Source: an optimization exercise on an open RTL-to-GDS flow (aim: small area and a short achievable clock period). Production flows keep margins and buffers that such runs may drop. RTL that was checked went through simulation tests only; none was proved equivalent to the original.

==> job 3057: inputs <==
## fp16_mac
module fp16_mac (
    input clk,
    input rst,
    input clear,
    input en,
    input [15:0] a,
    input [15:0] b,
    output [15:0] acc
);
==> module floatMult, before the edit <==
module floatMult
(
	input wire [15:0] a,
	input wire [15:0] b,
	output wire [15:0] product
);
wire [10:0] fa = {1'b1, a[9:0]};
wire [10:0] fb = {1'b1, b[9:0]};
wire [21:0] f;
mul11 mul (.ma(a[9:0]), .mb(b[9:0]), .f(f));
wire [5:0] es = {1'b0, a[14:10]} + {1'b0, b[14:10]};    
wire [5:0] eh = es - 6'd14;                               
wire [5:0] el = es - 6'd15;                               
wire vh = (es >= 6'd14) && (es <= 6'd45);
wire vl = (es >= 6'd15) && (es <= 6'd46);
wire nz = (a != 16'd0) && (b != 16'd0);
wire [4:0] e = f[21] ? eh[4:0] : el[4:0];
wire [9:0] m = f[21] ? f[20:11] : f[19:10];
wire v = f[21] ? vh : vl;
assign product = (nz && v) ? {a[15] ^ b[15], e, m} : 16'd0;
endmodule
==> module floatAdd, before the edit <==
module floatAdd (
	input wire [15:0] floatA,
	input wire [15:0] floatB,
	output wire [15:0] sum
);
wire az = (floatA == 16'd0);
wire bz = (floatB == 16'd0);
wire agt = (floatA[14:0] > floatB[14:0]);
wire sub = floatA[15] ^ floatB[15];
wire cancel = sub && (floatA[14:0] == floatB[14:0]);
wire sign = agt ? floatA[15] : floatB[15];
wire [5:0] dab = {1'b0, floatA[14:10]} - {1'b0, floatB[14:10]};
wire [4:0] dba = floatB[14:10] - floatA[14:10];
wire [4:0] d = dab[5] ? dba : dab[4:0];
wire [4:0] el = agt ? floatA[14:10] : floatB[14:10];
wire [10:0] fl = {1'b1, agt ? floatA[9:0] : floatB[9:0]};
wire [10:0] fsa = {1'b1, floatA[9:0]} ^ {11{sub}};
wire [10:0] fsb = {1'b1, floatB[9:0]} ^ {11{sub}};
wire [10:0] fs = agt ? fsb : fsa;
wire [10:0] fs1 = d[0] ? {sub, fs[10:1]} : fs;
wire [10:0] fs2 = d[1] ? {{2{sub}}, fs1[10:2]} : fs1;
wire [10:0] fs3 = d[2] ? {{4{sub}}, fs2[10:4]} : fs2;
wire [10:0] fs4 = (d[4] || (d[3] && (d[2:0] >= 3'd3))) ? {11{sub}} :
                  d[3] ? {{8{sub}}, fs3[10:8]} : fs3;
wire [11:0] t = {1'b0, fl} + {1'b0, fs4} + {11'd0, sub};
wire ovf = t[11] && !sub;
wire [9:0] ma = t[11] ? t[10:1] : t[9:0];
wire [5:0] ea = {1'b0, el} + 6'd1;
wire [10:0] u = t[10:0];
wire [3:0] lz;
assign lz[3] = (u[10:3] == 8'd0);
wire [10:0] u3 = lz[3] ? {u[2:0], 8'd0} : u;
assign lz[2] = (u3[10:7] == 4'd0);
wire [10:0] u2 = lz[2] ? {u3[6:0], 4'd0} : u3;
assign lz[1] = (u2[10:9] == 2'd0);
wire [10:0] u1 = lz[1] ? {u2[8:0], 2'd0} : u2;
assign lz[0] = !u1[10];
wire [10:0] un = lz[0] ? {u1[9:0], 1'b0} : u1;
wire [5:0] eb = {1'b0, el} - {2'b0, lz};
wire [4:0] e = sub ? eb[4:0] : (t[11] ? ea[4:0] : el);
wire [9:0] m = sub ? un[9:0] : ma;
wire zero = cancel || (sub ? eb[5] : (t[11] && el == 5'd31));
assign sum = az ? floatB :
             bz ? floatA :
             zero ? 16'd0 :
             {sign, e, m};
endmodule
==> module fp16_mac, before the edit <==
module fp16_mac (
    input clk,
    input rst,
    input clear,
    input en,
    input [15:0] a,
    input [15:0] b,
    output [15:0] acc
);
wire [15:0] product;
reg  [15:0] s;
reg  [15:0] p;
floatMult mul (
    .a(a),
    .b(b),
    .product(product)
);
floatAdd add (
    .floatA(s),
    .floatB(p),
    .sum(acc)
);
always @(posedge clk) begin
    if (rst || clear) begin
        s <= 16'd0;
        p <= 16'd0;
    end else begin
        s <= acc;
        p <= en ? product : 16'd0;
    end
end
endmodule
export LEC_CHECK = 0
export CAP_MARGIN = 20
export CORE_MARGIN = 2
export CORE_UTILIZATION = 40
export PLACE_DENSITY = 0.6
export SLEW_MARGIN = 20
export SYNTH_HIERARCHICAL = 1
export SYNTH_MINIMUM_KEEP_SIZE = 0
create_clock -name core_clock -period 18.0 [get_ports {clk}]
standard.sh (not shown) runs the stock make flow with config.mk's settings and CLKGATE_MAP_FILE= SYNTH_SCRIPT=/design/flow/synth_recipe.tcl, a recipe that flattens the netlist after the stock synthesis.
==> flow/flow/run.sh <==
#!/bin/bash
# Standard synthesis and layout; repair_timing aims for extra setup slack.
set -euo pipefail
bash standard.sh synth > synth.log 2>&1
bash standard.sh SETUP_SLACK_MARGIN=9 finish > layout.log 2>&1
==> job 1883: changes against job 3057 <==
==> flow/run.sh (new file) <==
#!/bin/bash
# synth_recipe.tcl (not shown) runs the flow's synth.tcl, then flattens the netlist and writes it again
# the make line also repeats each setting of config.mk as NAME=value (left out here)
make -C /OpenROAD-flow-scripts/flow DESIGN_CONFIG=/design/flow/config.mk WORK_HOME=/design/flow/orfs CLKGATE_MAP_FILE= SYNTH_SCRIPT=/design/flow/synth_recipe.tcl finish
removed: flow/flow/run.sh
removed: flow/standard.sh
==> job 4956: changes against job 3057 <==
--- a/flow/design.v
+++ b/flow/design.v
@@ -4,6 +4,6 @@
 	input wire [15:0] b,
-	output wire [15:0] product
+	output wire [15:0] product_h,    
+	output wire [15:0] product_l,    
+	output wire f21
 );
-wire [10:0] fa = {1'b1, a[9:0]};
-wire [10:0] fb = {1'b1, b[9:0]};
 wire [21:0] f;
@@ -16,6 +16,6 @@
 wire nz = (a != 16'd0) && (b != 16'd0);
-wire [4:0] e = f[21] ? eh[4:0] : el[4:0];
-wire [9:0] m = f[21] ? f[20:11] : f[19:10];
-wire v = f[21] ? vh : vl;
-assign product = (nz && v) ? {a[15] ^ b[15], e, m} : 16'd0;
+wire sign = a[15] ^ b[15];
+assign f21 = f[21];
+assign product_h = (nz && vh) ? {sign, eh[4:0], f[20:11]} : 16'd0;
+assign product_l = (nz && vl) ? {sign, el[4:0], f[19:10]} : 16'd0;
 endmodule
@@ -315,2 +315,4 @@
 	input wire [15:0] floatB,
+	input wire dn,
+	input wire [4:0] dm,
 	output wire [15:0] sum
@@ -319,37 +321,45 @@
 wire bz = (floatB == 16'd0);
-wire agt = (floatA[14:0] > floatB[14:0]);
 wire sub = floatA[15] ^ floatB[15];
-wire cancel = sub && (floatA[14:0] == floatB[14:0]);
-wire sign = agt ? floatA[15] : floatB[15];
-wire [5:0] dab = {1'b0, floatA[14:10]} - {1'b0, floatB[14:10]};
-wire [4:0] dba = floatB[14:10] - floatA[14:10];
-wire [4:0] d = dab[5] ? dba : dab[4:0];
-wire [4:0] el = agt ? floatA[14:10] : floatB[14:10];
-wire [10:0] fl = {1'b1, agt ? floatA[9:0] : floatB[9:0]};
-wire [10:0] fsa = {1'b1, floatA[9:0]} ^ {11{sub}};
-wire [10:0] fsb = {1'b1, floatB[9:0]} ^ {11{sub}};
-wire [10:0] fs = agt ? fsb : fsa;
-wire [10:0] fs1 = d[0] ? {sub, fs[10:1]} : fs;
-wire [10:0] fs2 = d[1] ? {{2{sub}}, fs1[10:2]} : fs1;
-wire [10:0] fs3 = d[2] ? {{4{sub}}, fs2[10:4]} : fs2;
-wire [10:0] fs4 = (d[4] || (d[3] && (d[2:0] >= 3'd3))) ? {11{sub}} :
-                  d[3] ? {{8{sub}}, fs3[10:8]} : fs3;
-wire [11:0] t = {1'b0, fl} + {1'b0, fs4} + {11'd0, sub};
-wire ovf = t[11] && !sub;
+wire [15:0] x = dn ? floatB : floatA;
+wire [15:0] y = dn ? floatA : floatB;
+wire d0 = (dm == 5'd0);
+wire swap = d0 && (y[9:0] > x[9:0]);
+wire cancel = sub && d0 && (x[9:0] == y[9:0]);
+wire sign = swap ? y[15] : x[15];
+wire [4:0] ex = x[14:10];
+wire [10:0] fx = {1'b1, x[9:0]};
+wire [10:0] fyi = {1'b1, y[9:0]} ^ {11{sub}};
+wire [10:0] fxi = fx ^ {11{sub}};
+wire [10:0] s1 = dm[0] ? {sub, fyi[10:1]} : fyi;
+wire [10:0] s2 = dm[1] ? {{2{sub}}, s1[10:2]} : s1;
+wire [10:0] s3 = dm[2] ? {{4{sub}}, s2[10:4]} : s2;
+wire big = dm[4] || (dm[3] && (dm[2:0] >= 3'd3));
+wire [10:0] s4 = big ? {11{sub}} : dm[3] ? {{8{sub}}, s3[10:8]} : s3;
+wire [10:0] opa = swap ? {1'b1, y[9:0]} : fx;
+wire [10:0] opb = swap ? fxi : s4;
+wire [11:0] t = {1'b0, opa} + {1'b0, opb} + {11'd0, sub};
 wire [9:0] ma = t[11] ? t[10:1] : t[9:0];
-wire [5:0] ea = {1'b0, el} + 6'd1;
+wire [4:0] ea = ex + 5'd1;
 wire [10:0] u = t[10:0];
-wire [3:0] lz;
-assign lz[3] = (u[10:3] == 8'd0);
-wire [10:0] u3 = lz[3] ? {u[2:0], 8'd0} : u;
-assign lz[2] = (u3[10:7] == 4'd0);
-wire [10:0] u2 = lz[2] ? {u3[6:0], 4'd0} : u3;
-assign lz[1] = (u2[10:9] == 2'd0);
-wire [10:0] u1 = lz[1] ? {u2[8:0], 2'd0} : u2;
-assign lz[0] = !u1[10];
-wire [10:0] un = lz[0] ? {u1[9:0], 1'b0} : u1;
-wire [5:0] eb = {1'b0, el} - {2'b0, lz};
-wire [4:0] e = sub ? eb[4:0] : (t[11] ? ea[4:0] : el);
+reg [3:0] lz;
+always @(*) begin
+	casez (u)
+		11'b1??????????: lz = 4'd0;
+		11'b01?????????: lz = 4'd1;
+		11'b001????????: lz = 4'd2;
+		11'b0001???????: lz = 4'd3;
+		11'b00001??????: lz = 4'd4;
+		11'b000001?????: lz = 4'd5;
+		11'b0000001????: lz = 4'd6;
+		11'b00000001???: lz = 4'd7;
+		11'b000000001??: lz = 4'd8;
+		11'b0000000001?: lz = 4'd9;
+		default:         lz = 4'd10;
+	endcase
+end
+wire [10:0] un = u << lz;
+wire [5:0] eb = {1'b0, ex} - {2'b0, lz};
+wire [4:0] e = sub ? eb[4:0] : (t[11] ? ea : ex);
 wire [9:0] m = sub ? un[9:0] : ma;
-wire zero = cancel || (sub ? eb[5] : (t[11] && el == 5'd31));
+wire zero = cancel || (sub ? eb[5] : (t[11] && ex == 5'd31));
 assign sum = az ? floatB :
@@ -368,5 +378,8 @@
 );
-wire [15:0] product;
+wire [15:0] prod_h, prod_l;    
+wire        f21;
 reg  [15:0] s;
 reg  [15:0] p;
+reg         dn;                
+reg  [4:0]  dm;                
 floatMult mul (
@@ -374,3 +387,5 @@
     .b(b),
-    .product(product)
+    .product_h(prod_h),
+    .product_l(prod_l),
+    .f21(f21)
 );
@@ -379,11 +394,26 @@
     .floatB(p),
+    .dn(dn),
+    .dm(dm),
     .sum(acc)
 );
+wire [5:0] xh = {1'b0, acc[14:10]} - {1'b0, prod_h[14:10]};
+wire [5:0] yh = {1'b0, prod_h[14:10]} - {1'b0, acc[14:10]};
+wire [5:0] xl = {1'b0, acc[14:10]} - {1'b0, prod_l[14:10]};
+wire [5:0] yl = {1'b0, prod_l[14:10]} - {1'b0, acc[14:10]};
+wire load = en && !rst && !clear;
 always @(posedge clk) begin
-    if (rst || clear) begin
+    if (rst || clear)
         s <= 16'd0;
+    else
+        s <= acc;
+    if (!load)
         p <= 16'd0;
+    else
+        p <= f21 ? prod_h : prod_l;
+    if (f21) begin
+        dn <= xh[5];
+        dm <= xh[5] ? yh[4:0] : xh[4:0];
     end else begin
-        s <= acc;
-        p <= en ? product : 16'd0;
+        dn <= xl[5];
+        dm <= xl[5] ? yl[4:0] : xl[4:0];
     end
==> metrics.yaml <==
critical_path:
  cp_slowest_cell: "dfxtp_2"
  cp_num_cells: 28
floorplan:
  die_w_um: 161
  taps: 324
sta:
  slew_headroom: 0.403
outcome:
  status: "no timing/DRC/antenna violations"
clock_network:
  postCtsSetupRepairBufs: 52
cells_and_area:
  multi_input_area_um2: 9280
  seq_area_um2: 805
placement:
  place_area_um2: 10800
The numbers above come from job 4956.

==> metrics.yaml <==
placement:
  place_area_um2: 9710
critical_path:
  cp_slowest_cell: "mux4_2"
  cp_num_cells: 33
cells_and_area:
  seq_area_um2: 689
  multi_input_area_um2: 8520
outcome:
  status: "no timing/DRC/antenna violations"
clock_network:
  postCtsSetupRepairBufs: 52
floorplan:
  die_w_um: 152
The numbers above come from job 3057.

==> metrics.yaml <==
cells_and_area:
  seq_area_um2: 641
outcome:
  status: "no timing/DRC/antenna violations"
floorplan:
  taps: 280
  die_w_um: 152
clock_network:
  postCtsSetupRepairBufs: 0
critical_path:
  cp_num_cells: 29
  cp_slowest_cell: "ha_1"
sta:
  slew_headroom: 0.282
placement:
  place_area_um2: 9440
The numbers above come from job 1883.

Function not checked in job 4956: the RTL went through the layout flow alone.

separate check: timing with driven ports:
Ports are ideal in the flow. The routed layouts listed here were re-timed in OpenROAD. Step 1 (the two cells are an assumption about what drives the block):
set clk [get_ports {clk}]
set_driving_cell -lib_cell sky130_fd_sc_hd__clkbuf_16 $clk
set_driving_cell -lib_cell sky130_fd_sc_hd__buf_2 [delete_from_list [all_inputs] $clk]
Step 2 times the ports against the registers' clock, not the clock port: input delays grow and output delays shrink by t, the midpoint of the rising clock arrivals with the driver on. Slacks: ideal ports / drivers / drivers and shift; pairs: ideal ports / drivers.
run	t (ns)	setup slack, ns	hold WS [ns]
job 3057	0.323	7.000 / 6.961 / 7.284	0.708 / 0.708 / 0.708
job 1883	0.308	4.466 / 4.436 / 4.744	0.728 / 0.728 / 0.728
job 4956	0.322	7.677 / 7.639 / 7.961	0.772 / 0.772 / 0.772
After both steps every run listed still meets setup and hold.
